Context: an optimization exercise on an open-source flow, tuned for small area and a short achievable clock period. The choices shown serve that exercise and are no tape-out recipe.
Function was not checked in any run shown here: the RTL went through the layout flow alone.
Power is estimated from default activity; no workload was simulated.

## design/flow/design.v

```verilog
module processor (clk, reset, imem_addr, imem_data, dmem_addr, dmem_wdata, dmem_we, dmem_re, dmem_rdata);
	input clk, reset;
	output [9:0] imem_addr;
	input [31:0] imem_data;
	output [9:0] dmem_addr;
	output [31:0] dmem_wdata;
	output dmem_we, dmem_re;
	input [31:0] dmem_rdata;
	wire [31:0] I = imem_data;
	reg [31:0] pc_p;	 
	reg [11:0] pc_t;	 
	reg        pc_tk;	 
	wire [31:0] pc = pc_tk ? {20'd0, pc_t} : pc_p;
	reg [31:0] rf [0:15];
	reg        ex_ld, ex_st, ex_wr, ex_fw, ex_jal;
	reg [31:0] ex_a, ex_b;
	reg [3:0]  ex_dst;
	reg        ex_add, ex_ykeep, ex_yinv, ex_cin;	 
	reg        ex_shl, ex_shr, ex_asr, ex_lch;	 
	reg [3:0]  ex_tlo, ex_thi;	 
	reg        ex_one;	 
	reg        ex_hold;	 
	reg        ex_f0m5, ex_f0asl, ex_f5z, ex_f5lsl;	 
	reg        wb_wr, wb_fw, wb_jal;
	reg [31:0] wb_val, wb_pc;
	reg [3:0]  wb_dst;
	reg [1:0]  fl_q;	 
	reg        f0_q, f5_q;
	wire [1:0] cls = I[31:30];
	wire [2:0] jk = I[22:20];
	wire is_alu = (cls == 2'b00);
	wire is_lit = (cls == 2'b01);
	wire is_mem = (cls == 2'b10);
	wire is_jmp = (cls == 2'b11);
	wire is_st  = is_mem & I[8];
	wire is_ld  = is_mem & ~I[8];
	wire is_jal = is_jmp & (jk == 3'b011);
	reg [3:0] ra_idx;
	always @(*) begin
		case (cls)
			2'b00: ra_idx = I[7:4];
			2'b01: ra_idx = I[19:16];
			2'b10: ra_idx = I[8] ? I[7:4] : I[3:0];
			default: ra_idx = I[15:12];
		endcase
	end
	wire [3:0] rb_idx = I[3:0];
	reg [3:0] dst;
	always @(*) begin
		case (cls)
			2'b00: dst = I[11:8];
			2'b01: dst = I[19:16];
			2'b10: dst = I[7:4];
			default: dst = 4'b1111;
		endcase
	end
	reg [5:0] op;
	always @(*) begin
		case (cls)
			2'b00: op = I[17:12];
			2'b01: op = (jk == 3'b000) ? 6'b100000 : {5'b01111, I[21]};
			default: op = 6'b100000;
		endcase
	end
	reg d_add, d_ykeep, d_yinv, d_cin, d_shl, d_shr, d_asr, d_lch, d_one, d_hold;
	reg d_f0m5, d_f0asl, d_f5z, d_f5lsl;
	reg [3:0] d_tlo, d_thi;
	always @(*) begin
		d_add = 1'b0; d_ykeep = 1'b0; d_yinv = 1'b0; d_cin = 1'b0;
		d_shl = 1'b0; d_shr = 1'b0; d_asr = 1'b0; d_lch = 1'b0; d_one = 1'b0; d_hold = 1'b0;
		d_f0m5 = 1'b0; d_f0asl = 1'b0; d_f5z = 1'b0; d_f5lsl = 1'b0;
		d_tlo = 4'b0000;
		case (op)
			6'd0: begin d_add = 1'b1; d_ykeep = 1'b1; end
			6'd2: begin d_add = 1'b1; d_ykeep = 1'b1; d_cin = 1'b1; end
			6'd3: begin d_add = 1'b1; d_cin = 1'b1; end
			6'd4: begin d_add = 1'b1; d_ykeep = 1'b1; d_yinv = 1'b1; d_cin = 1'b1; end
			6'd5: begin d_add = 1'b1; d_ykeep = 1'b1; d_yinv = 1'b1; d_f0m5 = 1'b1; end
			6'd6: begin d_add = 1'b1; d_yinv = 1'b1; d_f5z = 1'b1; end
			6'd9: begin d_tlo = 4'b1100; d_hold = 1'b1; end
			6'd13: begin d_shl = 1'b1; d_f0asl = 1'b1; end
			6'd14: begin d_shr = 1'b1; d_asr = 1'b1; end
			6'd16: d_one = 1'b1;
			6'd17: d_tlo = 4'b1100;
			6'd18: d_tlo = 4'b0011;
			6'd19: d_tlo = 4'b1000;
			6'd20: d_tlo = 4'b0010;
			6'd21: d_tlo = 4'b0111;
			6'd22: d_tlo = 4'b1110;
			6'd23: d_tlo = 4'b1011;
			6'd24: d_tlo = 4'b0001;
			6'd25: d_tlo = 4'b0110;
			6'd26, 6'd27: d_tlo = 4'b1001;
			6'd28: begin d_shl = 1'b1; d_f5lsl = 1'b1; end
			6'd29: d_shr = 1'b1;
			6'd30: begin d_tlo = 4'b1010; d_hold = 1'b1; end
			6'd31: begin d_tlo = 4'b1100; d_lch = 1'b1; d_hold = 1'b1; end
			6'd32: begin d_tlo = 4'b1010; d_hold = 1'b1; end
			default: ;
		endcase
		d_thi = (op == 6'd30) ? 4'b1100 : d_tlo;
	end
	wire fw = (cls == 2'b00) | (cls == 2'b01) | (I[31:8] == 24'h800000) | (I[31:20] == 12'hC03);
	wire wr = is_alu | is_lit | is_ld | is_jal;
	wire [31:0] ra_raw = rf[ra_idx];
	wire [31:0] rb_raw = rf[rb_idx];
	wire [31:0] ex_res;
	wire [31:0] pc1 = pc + 32'd1;
	reg [31:0] a_in, b_in;
	always @(*) begin
		if (is_jal)
			a_in = pc1;
		else if (ex_fw && ex_dst == ra_idx)
			a_in = ex_res;
		else if (wb_fw && wb_dst == ra_idx)
			a_in = wb_val;
		else
			a_in = ra_raw;
		if (is_lit)
			b_in = {{16{I[15]}}, I[15:0]};
		else if (ex_fw && ex_dst == rb_idx)
			b_in = ex_res;
		else if (wb_fw && wb_dst == rb_idx)
			b_in = wb_val;
		else
			b_in = rb_raw;
	end
	wire [31:0] A = ex_a, B = ex_b;
	wire [31:0] Y = (B & {32{ex_ykeep}}) ^ {32{ex_yinv}};
	wire [31:0] S = A + Y + {31'd0, ex_cin};
	reg [31:0] L;
	integer i;
	always @(*) begin
		for (i = 0; i < 32; i = i + 1) begin
			if (ex_shl)
				L[i] = (i == 0) ? 1'b0 : A[i - 1];
			else if (ex_shr)
				L[i] = (i == 31) ? (A[31] & ex_asr) : A[i + 1];
			else if (ex_lch && i >= 16)
				L[i] = B[i - 16];
			else if (i >= 16)
				L[i] = B[i] ? (A[i] ? ex_thi[3] : ex_thi[1]) : (A[i] ? ex_thi[2] : ex_thi[0]);
			else
				L[i] = (B[i] ? (A[i] ? ex_tlo[3] : ex_tlo[1]) : (A[i] ? ex_tlo[2] : ex_tlo[0])) | ((i == 0) & ex_one);
		end
	end
	wire [31:0] R = ex_add ? S : L;
	wire [31:0] K = {A[30:0] | Y[30:0], ex_cin};
	wire Z_add = ((A ^ Y) ^ K) == 32'd0;
	wire Z = ex_add ? Z_add : (L == 32'd0);
	wire N = R[31];
	wire ovf = (A[31] == Y[31]) & (R[31] != A[31]);
	wire f0_new = (ex_add & ovf) |
	              (ex_f0m5 & (A == 32'd0) & (B == 32'h80000000)) |
	              (ex_f0asl & (A[31] ^ A[30]));
	wire f5_new = (ex_add & ~ex_f5z & (A[31] != Y[31]) & ~R[31]) |
	              (ex_f5z & Z_add) |
	              (ex_f5lsl & A[31]);
	wire [1:0] fl = ex_hold ? fl_q : {N, Z};
	wire f0 = ex_hold ? f0_q : f0_new;
	wire f5 = ex_hold ? f5_q : f5_new;
	wire [5:0] flags = {f5, ~fl[0], fl[0] ^ fl[1], fl[1] & ~fl[0], fl[0] & ~fl[1], f0};
	assign ex_res = ex_ld ? dmem_rdata : R;
	reg cond;
	always @(*) begin
		case (I[19:16])
			4'd1: cond = flags[0];
			4'd2: cond = flags[1];
			4'd3: cond = flags[2];
			4'd4: cond = flags[3];
			4'd5: cond = flags[4];
			4'd6: cond = flags[5];
			default: cond = ~I[20];
		endcase
	end
	wire taken = cond ~^ I[20];
	wire jreg = is_jmp & (jk == 3'b011 || jk == 3'b100);
	wire tk_next = is_jmp & (jk == 3'b000 || (jk != 3'b011 && jk != 3'b100 && taken));
	always @(posedge clk) begin
		if (reset) begin
			pc_p <= 32'd0;
			pc_tk <= 1'b0;
			ex_ld <= 1'b0;
			ex_st <= 1'b0;
			ex_wr <= 1'b0;
			ex_jal <= 1'b0;
			ex_fw <= 1'b0;
			ex_add <= 1'b0;
			ex_ykeep <= 1'b0;
			ex_yinv <= 1'b0;
			ex_cin <= 1'b0;
			ex_shl <= 1'b0;
			ex_shr <= 1'b0;
			ex_asr <= 1'b0;
			ex_lch <= 1'b0;
			ex_tlo <= 4'b1010;
			ex_thi <= 4'b1010;
			ex_one <= 1'b0;
			ex_hold <= 1'b1;
			ex_f0m5 <= 1'b0;
			ex_f0asl <= 1'b0;
			ex_f5z <= 1'b0;
			ex_f5lsl <= 1'b0;
			wb_wr <= 1'b0;
			wb_jal <= 1'b0;
			wb_fw <= 1'b0;
			fl_q <= 2'b11;
			f0_q <= 1'b0;
			f5_q <= 1'b0;
		end else begin
			pc_p <= jreg ? ra_raw : pc1;
			pc_tk <= tk_next;
			ex_ld <= is_mem;
			ex_st <= is_st;
			ex_wr <= wr;
			ex_jal <= is_jal;
			ex_fw <= fw;
			ex_add <= d_add;
			ex_ykeep <= d_ykeep;
			ex_yinv <= d_yinv;
			ex_cin <= d_cin;
			ex_shl <= d_shl;
			ex_shr <= d_shr;
			ex_asr <= d_asr;
			ex_lch <= d_lch;
			ex_tlo <= d_tlo;
			ex_thi <= d_thi;
			ex_one <= d_one;
			ex_hold <= d_hold;
			ex_f0m5 <= d_f0m5;
			ex_f0asl <= d_f0asl;
			ex_f5z <= d_f5z;
			ex_f5lsl <= d_f5lsl;
			wb_wr <= ex_wr;
			wb_jal <= ex_jal;
			wb_fw <= ex_fw;
			fl_q <= fl;
			f0_q <= f0;
			f5_q <= f5;
		end
		ex_a <= a_in;
		ex_b <= b_in;
		ex_dst <= dst;
		pc_t <= I[11:0];
		wb_val <= ex_res;
		wb_pc <= ex_a;
		wb_dst <= ex_dst;
		if (wb_wr)
			rf[wb_dst] <= wb_jal ? wb_pc : wb_val;
	end
	assign imem_addr = pc[9:0];
	assign dmem_addr = ex_a[9:0];
	assign dmem_wdata = ex_b;
	assign dmem_we = ex_st;
	assign dmem_re = ex_ld;
endmodule
```

## design/flow/run.sh

```bash
#!/bin/bash
# synth_recipe.tcl (not shown) runs the flow's synth.tcl, then flattens the netlist and writes it again
# the make line also repeats each setting of config.mk as NAME=value (left out here)
make -C /OpenROAD-flow-scripts/flow DESIGN_CONFIG=/design/flow/config.mk WORK_HOME=/design/flow/orfs CLKGATE_MAP_FILE= SYNTH_SCRIPT=/design/flow/synth_recipe.tcl finish
```

## design/flow/config.mk

```make
export PLATFORM = sky130hd
export DESIGN_NAME = processor
export DESIGN_NICKNAME = processor
export VERILOG_FILES = /design/flow/design.v
export SDC_FILE = /design/flow/constraint.sdc
export NUM_CORES = 4
export LEC_CHECK = 0
export CAP_MARGIN = 20
export CORE_MARGIN = 2
export CORE_UTILIZATION = 40
export SLEW_MARGIN = 20
```

## design/flow/constraint.sdc

```tcl
create_clock -name core_clock -period 8.5 [get_ports {clk}]
set_input_delay 1.7000 -clock core_clock [delete_from_list [all_inputs] [get_ports {clk}]]
set_output_delay 1.7000 -clock core_clock [all_outputs]
set_load 0.01 [all_outputs]
```

==> results of run 1 <==
==> cells in the final DEF, fill, tap and decap left out, types with 36 or more instances in the layout <==
| cell | synthesis | routed |
|---|---|---|
| nand2_1 | 217 | 217 |
| nand3_1 | 36 | 36 |
| xor2_1 | 71 | 71 |
| a211oi_1 | 38 | 38 |
| a21oi_1 | 142 | 141 |
| dfxtp_1 | 215 | 209 |
| mux2_2 | 67 | 67 |
| inv_1 | 106 | 106 |
| clkdlybuf4s50_1 | 0 | 114 |
| ha_1 | 70 | 70 |
| xnor2_1 | 56 | 56 |
| nor2_1 | 137 | 124 |
| edfxtp_1 | 512 | 512 |
| o21ai_0 | 105 | 105 |
| mux4_2 | 318 | 318 |
| buf_4 | 20 | 58 |
| nor2b_1 | 47 | 46 |
| mux2i_1 | 157 | 157 |
| clkbuf_16 | 0 | 80 |
==> final timing paths <==
| check | slack [ns] | endpoint | cells past startpoint |
|---|---|---|---|
| worst min register to register | 0.42 | wb_dst[1]$_DFF_P_ | 0 |
| worst min-delay path | 0.42 | wb_dst[1]$_DFF_P_ | 0 |
| worst max register to register | 2.78 | pc_tk$_SDFF_PP0_ | 23 |
| worst max-delay path | 2.78 | pc_tk$_SDFF_PP0_ | 23 |
==> cells by family (layout without fill, tap and decap cells) <==
kind of cell               Yosys count  count (layout)  share of synthesized area, %
xor gates and xnor gates           127             127                         2.887
buffers and inverters              320             426                         3.436
AOI/OAI and AO/OA                  451             451                         7.449
DFF                                727             727                         51.07
and+or+nand+nor                    635             635                         8.018
adders and majority gates           72              72                         2.377
muxes                              544             544                         24.76
==> routing by layer <==
metal	part of all wire, %	up-vias
li1	-	11190
met3	7.5	237
met1	40	13680
met2	47	1252
met5	0	-
met4	4.8	0
==> worst max-delay path, stage by stage (launching register included) <==
cell and delay, ns:
dfxtp_2 0.84, xnor2_1 0.22, inv_1 0.07, ha_1 0.38
and3_1 0.20, a21boi_0 0.27, nor4_1 0.10, or2_2 0.33
a21oi_2 0.37, a21o_1 0.32, a21oi_1 0.19, xor2_1 0.22
a211oi_1 0.47, nor2_1 0.10, ha_1 0.30, nor3_1 0.04
a31oi_1 0.15, nor2_1 0.06, a41oi_1 0.19, a21oi_1 0.11
a41oi_2 0.16, o41a_2 0.16, a21oi_1 0.06, o31a_1 0.27
==> area by class of cell <==
cell class / instances / area, um^2 / area share [%]
Clock buffer: 103 / 2161 / 4.948
Clock inverter: 35 / 405.4 / 0.9284
Multi-Input combinational cell: 1829 / 17730 / 40.61
Tap cell: 1265 / 1583 / 3.625
Timing Repair Buffer: 182 / 1702 / 3.897
Inverter: 106 / 397.9 / 0.9112
Sequential cell: 727 / 19690 / 45.08
==> metrics by stage <==
step,hold slack (ns),cell area [um^2],worst slack (ns)
final,0.4158,43670,2.775
after global routing,0.4179,43670,2.410
after CTS,0.4124,43660,2.807
after detailed placement,0.4007,41090,2.523
after global placement,0.4060,41080,2.597
after floorplan,0.3290,38530,3.621
==> state kept, by name, indices dropped and copies added (netlist names), 2 cells and up <==
signal and cells:
rf 512, ex_a 32, ex_b 32, pc_p 32, wb_pc 32, wb_val 32
pc_t 12, ex_dst 4, ex_thi 4, ex_tlo 4, wb_dst 4, fl_q 2
==> power by group <==
part	leakage, nW	internal, mW	switching, mW
registers	6.45	4.10	0.261
clock network	1.26	2.03	1.40
logic	7.10	0.731	1.14
total	14.8	6.87	2.80
==> insert_results.sql, run 1 <==
INSERT INTO impl_metrics (metric_group, metric, value, unit) VALUES
('timing', 'fmaxAchievable', '174.7', 'MHz'),
('synthesis', 'synth_commonest_cells', '512 x edfxtp_1, 318 x mux4_2, 217 x nand2_1', ''),
('grt', 'grtUsageMet3', '4.394', '%'),
('synthesis', 'synthArstFlopShare', '0', '%'),
('synthesis', 'postSynthCellCount', '2876', ''),
('finish', 'syn_to_final_growth', '13.33', '%'),
('floorplanning', 'die_y', '314.4', 'um'),
('placement', 'gp_congestion', '1.008', ''),
('synthesis', 'ys_seq_elements', '727', ''),
('cts', 'clkTransAtPathRegs', '0.07', 'ns'),
('timing', 'setup_viol_count_final', '0', ''),
('timing', 'final.setup_skew', '0.02391', 'ns'),
('grt', 'antenna_found_initial', '1', ''),
('synthesis', 'netlist_top_cells_area', 'edfxtp_1 40%, mux4_2 19%, dfxtp_1 11%, mux2i_1 4.1%, ha_1 2.3%', ''),
('cts', 'post_cts_hold_buffer_count', '0', ''),
('floorplanning', 'fp-row-count', '113', ''),
('finish', 'cell_count_final_fillers_out', '4247', ''),
('grt', 'pin_count_of_the_biggest_net_entering_global_routing', '130', ''),
('flow_run', 'maxCapViolCount', '0', ''),
('synthesis', 'synth_largest_area_cell', 'edfxtp_1', ''),
('timing', 'setup_repair_after_global_routing_missed_its_margin', 'false', ''),
('synthesis', 'seq_area_frac_synth', '51.07', '%'),
('route', 'vias_per_cell', '6.206', ''),
('grt', 'global_routing_usage_summed_across_all_routing_layers', '26.41', '%'),
('critical_path', 'crit_path_end_kind', 'register', ''),
('synthesis', 'synthDominantCellAreaShare', '39.90', '%'),
('route', 'vias', '26360', ''),
('route', 'wire_per_inst', '30.91', 'um'),
('cts', 'cts.repair_timing.setup_buffer_count', '0', ''),
('min_path', 'hold_path.startpoint', 'ex_dst[1]$_DFF_P_', ''),
('floorplanning', 'design.die.area', '0.09883', 'mm^2'),
('placement', 'place.port_buffers', '119', ''),
('placement', 'place_inst', '4109', ''),
('synthesis', 'ys.warnings.count', '17', ''),
('cts', 'cts.root.buffer_cell', 'clkbuf_16', ''),
('timing', 'timing.final.hold_violations', '0', ''),
('finish', 'design.final.nets', '3058', ''),
('placement', 'detailedPlacementHpwl', '84620', 'um'),
('route', 'number_of_violations_reported_at_the_end_of_detailed_routing_iteration_0', '2958', ''),
('cts', 'cts_max_level', '3', ''),
('finish', 'filler_cell_count', '8438', ''),
('grt', 'grt_util_met1', '35.05', '%'),
('cts', 'clock_latency_on_the_worst_skew_pair', '0.62', 'ns'),
('floorplanning', 'fp.dieW', '314.4', 'um'),
('cts', 'cts_tree', 'done', ''),
('timing', 'period_share', '67.35', '%'),
('power_and_ir_drop', 'total_power', '9.671', 'mW'),
('floorplanning', 'initial_core_util', '40.43', '%'),
('synthesis', 'syn_nets', '3014', ''),
('power_and_ir_drop', 'peakVddDrop', '156.3', 'uV'),
('grt', 'total_overflow_reported_by_the_global_router', '0', ''),
('finish', 'layout-drive-gt1-share', '20.93', '%'),
('timing', 'max_transition_viols_final', '0', ''),
('critical_path', 'setup.worst_path.class', 'reg -> reg', ''),
('route', 'detail_route.drc_violations', '0', ''),
('synthesis', 'synth_most_common_cell', 'edfxtp_1', ''),
('floorplanning', 'io-pin-count', '120', ''),
('timing', 'tns', '0', 'ns'),
('status', 'run_status', 'timing/DRC/antenna clean', ''),
('route', 'drt-pass1-iter-count', '8', ''),
('critical_path', 'worstPathRequired', '9.00', 'ns'),
('synthesis', 'number_of_different_library_cells_in_the_post_synthesis_netlist', '81', ''),
('cts', 'clock-sinks', '727', ''),
('synthesis', 'synthesis.area', '0.03853', 'mm^2'),
('floorplanning', 'coreArea', '0.09529', 'mm^2'),
('power_and_ir_drop', 'power.density', '221.5', 'mW/mm^2'),
('grt', 'wire_length_of_the_first_global_routing_pass', '188800', 'um'),
('finish', 'diode_insertion_count_for_antenna_repair', '0', ''),
('critical_path', 'cp.arrival', '6.23', 'ns'),
('grt', 'top_usage_layer', 'met2', ''),
('route', 'wirelength_routed', '131300', 'um');
==> run 2, diff against run 1 <==
--- a/design/flow/config.mk
+++ b/design/flow/config.mk
@@ -8,4 +8,5 @@
 export CAP_MARGIN = 20
 export CORE_MARGIN = 2
 export CORE_UTILIZATION = 40
+export SETUP_SLACK_MARGIN = 4.0
 export SLEW_MARGIN = 20
==> insert_results.sql, run 2 <==
INSERT INTO impl_metrics (metric_group, metric, value, unit) VALUES
('status', 'run_status', 'timing/DRC/antenna clean', ''),
('cts', 'clock-sinks', '727', ''),
('route', 'vias_per_cell', '6.220', ''),
('synthesis', 'synth_area_per_cell', '13.40', 'um^2'),
('synthesis', 'ys.warnings.count', '17', ''),
('critical_path', 'cp.arrival', '5.23', 'ns'),
('grt', 'antenna_found_initial', '2', ''),
('critical_path', 'critical-path-top-delay-family', 'compound AO/OA/AOI/OAI gates', ''),
('finish', 'largest_reg_flops', '512', ''),
('critical_path', 'crit_path_end_kind', 'register', ''),
('timing', 'worst_pin_slew', '1.007', 'ns'),
('timing', 'setup_viol_count_final', '0', ''),
('timing', 'hold_slack', '0.4012', 'ns'),
('synthesis', 'synthArstFlopShare', '0', '%'),
('critical_path', 'cp_max_fo', '17', ''),
('synthesis', 'synth_largest_area_cell', 'edfxtp_1', ''),
('synthesis', 'synth_commonest_cells', '512 x edfxtp_1, 318 x mux4_2, 217 x nand2_1', ''),
('synthesis', 'ys_seq_elements', '727', ''),
('finish', 'mostFrequentLayoutCells', '512 x edfxtp_1, 318 x mux4_2, 213 x nand2_1', ''),
('placement', 'place.port_buffers', '119', ''),
('timing', 'postLayoutSetupSlackWorst', '3.782', 'ns'),
('critical_path', 'setup.worst_path.class', 'reg -> reg', ''),
('synthesis', 'synthesis.area', '0.03853', 'mm^2'),
('critical_path', 'critical_path.n_buffers_inverters', '1', ''),
('grt', 'total_overflow_reported_by_the_global_router', '0', ''),
('floorplanning', 'coreArea', '0.09529', 'mm^2'),
('cts', 'clock_latency_on_the_worst_skew_pair', '0.62', 'ns'),
('route', 'final_antenna_net_count', '0', ''),
('grt', 'pin_count_of_the_biggest_net_entering_global_routing', '95', ''),
('grt', 'global_routing_usage_summed_across_all_routing_layers', '26.26', '%'),
('min_path', 'hold-path-endpoint', 'wb_pc[9]$_DFF_P_', ''),
('critical_path', 'worstPathRequired', '9.01', 'ns'),
('synthesis', 'synth_edf_count', '512', ''),
('power_and_ir_drop', 'power.density', '215.9', 'mW/mm^2'),
('floorplanning', 'fp.dieW', '314.4', 'um'),
('cts', 'clkTransAtPathRegs', '0.06', 'ns'),
('synthesis', 'seq_area_frac_synth', '51.07', '%'),
('synthesis', 'netlist_top_cells_area', 'edfxtp_1 40%, mux4_2 19%, dfxtp_1 11%, mux2i_1 4.1%, ha_1 2.3%', ''),
('finish', 'final_common_cell', 'edfxtp_1', ''),
('cts', 'tritoncts.num_buffers', '75', ''),
('route', 'drt-pass1-iter-count', '5', ''),
('floorplanning', 'die_y', '314.4', 'um'),
('critical_path', 'crit_path_cell_trace', 'nor4b_1 -> nor3_1 -> o21ai_0 -> nand3_1 -> a2111oi_0 -> nand2_1 -> nand3_1 -> inv_1 -> ha_1 -> nor3_2 -> a31oi_1 -> nor2_1 -> a41oi_1 -> a21oi_1 -> a41oi_2 -> o41a_2 -> a21oi_1 -> o31a_1', ''),
('route', 'detail_route.drc_violations', '0', ''),
('route', 'number_of_violations_reported_at_the_end_of_detailed_routing_iteration_0', '3229', ''),
('route', 'wire_per_inst', '30.67', 'um'),
('finish', 'layout-drive-gt1-share', '24.53', '%'),
('min_path', 'hold_path.class', 'reg -> reg', ''),
('critical_path', 'r2r-end', 'pc_tk$_SDFF_PP0_', ''),
('floorplanning', 'design.die.area', '0.09883', 'mm^2'),
('floorplanning', 'io-pin-count', '120', ''),
('cts', 'cts.path.max_buffers', '3', ''),
('finish', 'design.final.nets', '3090', ''),
('route', 'vias', '26600', ''),
('synthesis', 'number_of_different_library_cells_in_the_post_synthesis_netlist', '81', ''),
('timing', 'final.min_clock_period', '4.718', 'ns'),
('power_and_ir_drop', 'power_leakage', '15.19', 'nW'),
('timing', 'timing.slew.headroom', '32.60', '%'),
('floorplanning', 'fp-row-count', '113', ''),
('timing', 'final.setup_skew', '0.01895', 'ns'),
('synthesis', 'syn_nets', '3014', ''),
('power_and_ir_drop', 'peakVddDrop', '110.4', 'uV'),
('grt', 'grt_pass1_vias', '26830', ''),
('min_path', 'hold_depth', '0', ''),
('placement', 'detailedPlace.worstSlack', '2.492', 'ns'),
('timing', 'max_transition_viols_final', '0', ''),
('route', 'wirelength_routed', '131100', 'um'),
('finish', 'cell_count_final_fillers_out', '4276', ''),
('timing', 'setup_repair_after_global_routing_missed_its_margin', 'true', ''),
('cts', 'cts_tree', 'done', ''),
('timing', 'fmaxAchievable', '212.0', 'MHz'),
('timing', 'timing.final.hold_violations', '0', ''),
('placement', 'gp_congestion', '1.020', ''),
('placement', 'place_inst', '4104', ''),
('flow_run', 'maxCapViolCount', '0', ''),
('finish', 'syn_to_final_growth', '15.44', '%'),
('critical_path', 'reg2reg_slack', '3.78', 'ns'),
('critical_path', 'r2r.worst_path.cells', '18', ''),
('critical_path', 'critical_path.max_stage_delay', '0.74', 'ns'),
('placement', 'detailedPlacementHpwl', '83620', 'um'),
('critical_path', 'critPathLaunchType', 'register', ''),
('timing', 'tns', '0', 'ns'),
('critical_path', 'cp_slowest_cell', 'dfxtp_1', ''),
('cts', 'cts_max_level', '3', ''),
('grt', 'wire_length_of_the_first_global_routing_pass', '188500', 'um'),
('synthesis', 'synth_most_common_cell', 'edfxtp_1', ''),
('finish', 'regMostFlops', 'rf', ''),
('synthesis', 'postSynthCellCount', '2876', ''),
('cts', 'cts.root.buffer_cell', 'clkbuf_16', ''),
('synthesis', 'synthDominantCellAreaShare', '39.90', '%'),
('synthesis', 'postSynth.topFlopCell', 'edfxtp_1', ''),
('timing', 'period_share', '55.50', '%'),
('min_path', 'hold_path.startpoint', 'ex_a[9]$_DFF_P_', ''),
('floorplanning', 'initial_core_util', '40.43', '%'),
('critical_path', 'worstReg2RegStart', 'ex_lch$_SDFF_PP0_', '');
==> run 2: cell counts after synthesis <==
No cell type changed its count.
==> run 2: repair_timing <==
item / in CTS / in global routing
hold buffers: 0 / 0
gates cloned: 1 / 2
resized for setup: 78 / 69
endpoints found under the setup margin: 89 / 43
pin swaps: 6 / 20
setup buffers: 18 / 15
==> run 2: report_power, final <==
part,internal (mW),switching [mW],leakage [nW]
sequential,4.11,0.269,6.45
combinational,0.793,1.16,7.55
clock,1.90,1.38,1.19
total,6.79,2.81,15.2
==> run 2: cell families (layout without fill, tap and decap cells) <==
| logic type | after synthesis | in the layout | share of synthesized area [%] |
|---|---|---|---|
| adders and majority gates | 72 | 72 | 2.377 |
| muxes | 544 | 544 | 24.76 |
| xor gates and xnor gates | 127 | 127 | 2.887 |
| DFF | 727 | 727 | 51.07 |
| buffers and inverters | 320 | 453 | 3.436 |
| other | 0 | 2 | 0 |
| and+or+nand+nor | 635 | 635 | 8.018 |
| AOI/OAI and AO/OA | 451 | 451 | 7.449 |
==> run 2: per-stage QoR <==
step	total power, mW	instance area [um^2]	util (%)
global route	9.918	44480	46.67
detailed placement	6.255	41110	43.14
finish	9.601	44480	46.68
floorplan	5.483	38560	-
global placement	6.224	41100	43.13
CTS	9.569	44060	46.24
==> run 2: metal layers <==
metal | track usage (%) | routed length (um) | up-vias
met1 | 34.02 | 51330 | 13740
met2 | 43.22 | 62900 | 1295
met3 | 3.709 | 9496 | 281
li1 | - | - | 11280
met5 | 0 | 0 | -
met4 | 13.41 | 7415 | 0
==> run 2: area by class of cell <==
class | instances | area (um^2)
Fill cell | 8412 | 50810
Tap cell | 1265 | 1583
Multi-Input combinational cell | 1829 | 18200
Antenna cell | 2 | 5.005
Inverter | 106 | 397.9
Sequential cell | 727 | 19720
Timing Repair Buffer | 213 | 2157
Clock buffer | 99 | 2102
Clock inverter | 35 | 315.3
==> run 2: worst max path at each step <==
stage	startpoint	to	slack [ns]	cells past startpoint
finish	ex_lch$_SDFF_PP0_	pc_tk$_SDFF_PP0_	3.78	18
floorplan	ex_yinv$_SDFF_PP0_	pc_tk$_SDFF_PP0_	4.01	24
global route	ex_ykeep$_SDFF_PP0_	pc_tk$_SDFF_PP0_	3.59	25
global placement	imem_data[31]	ex_a[29]$_DFF_P_	2.46	12
detailed placement	imem_data[31]	ex_a[29]$_DFF_P_	2.49	12
CTS	ex_b[3]$_DFF_P_	pc_tk$_SDFF_PP0_	3.90	24

==> port drivers added, routing unchanged <==
No port has a modelled driver above. Below, the same layouts with a new extraction and two added sets of constraints. Step 1 (the two cells are an assumption about what drives the block):
set clk [get_ports {clk}]
set_driving_cell -lib_cell sky130_fd_sc_hd__clkbuf_16 $clk
set_driving_cell -lib_cell sky130_fd_sc_hd__buf_2 [delete_from_list [all_inputs] $clk]
Step 2 also shifts input and output timing later by t, the mid clock arrival at the registers, as if the neighbouring blocks saw the same clock. Slacks: ideal ports / drivers / drivers and shift; pairs: ideal ports / drivers.
| run | t (ns) | setup WS [ns] | latest minus earliest clock arrival (ns) | worst register clock-pin slew, ns |
|---|---|---|---|---|
| run 1 | 0.673 | 2.775 / 2.775 / 2.506 | 0.026 / 0.026 | 0.07 / 0.07 |
| run 2 | 0.682 | 3.782 / 3.782 / 3.466 | 0.021 / 0.021 | 0.07 / 0.07 |
After both steps setup and hold are still met in every run listed. The setup slack of run 2, which loses most, moves by 0.000 ns with the drivers and by -0.316 ns with both steps.
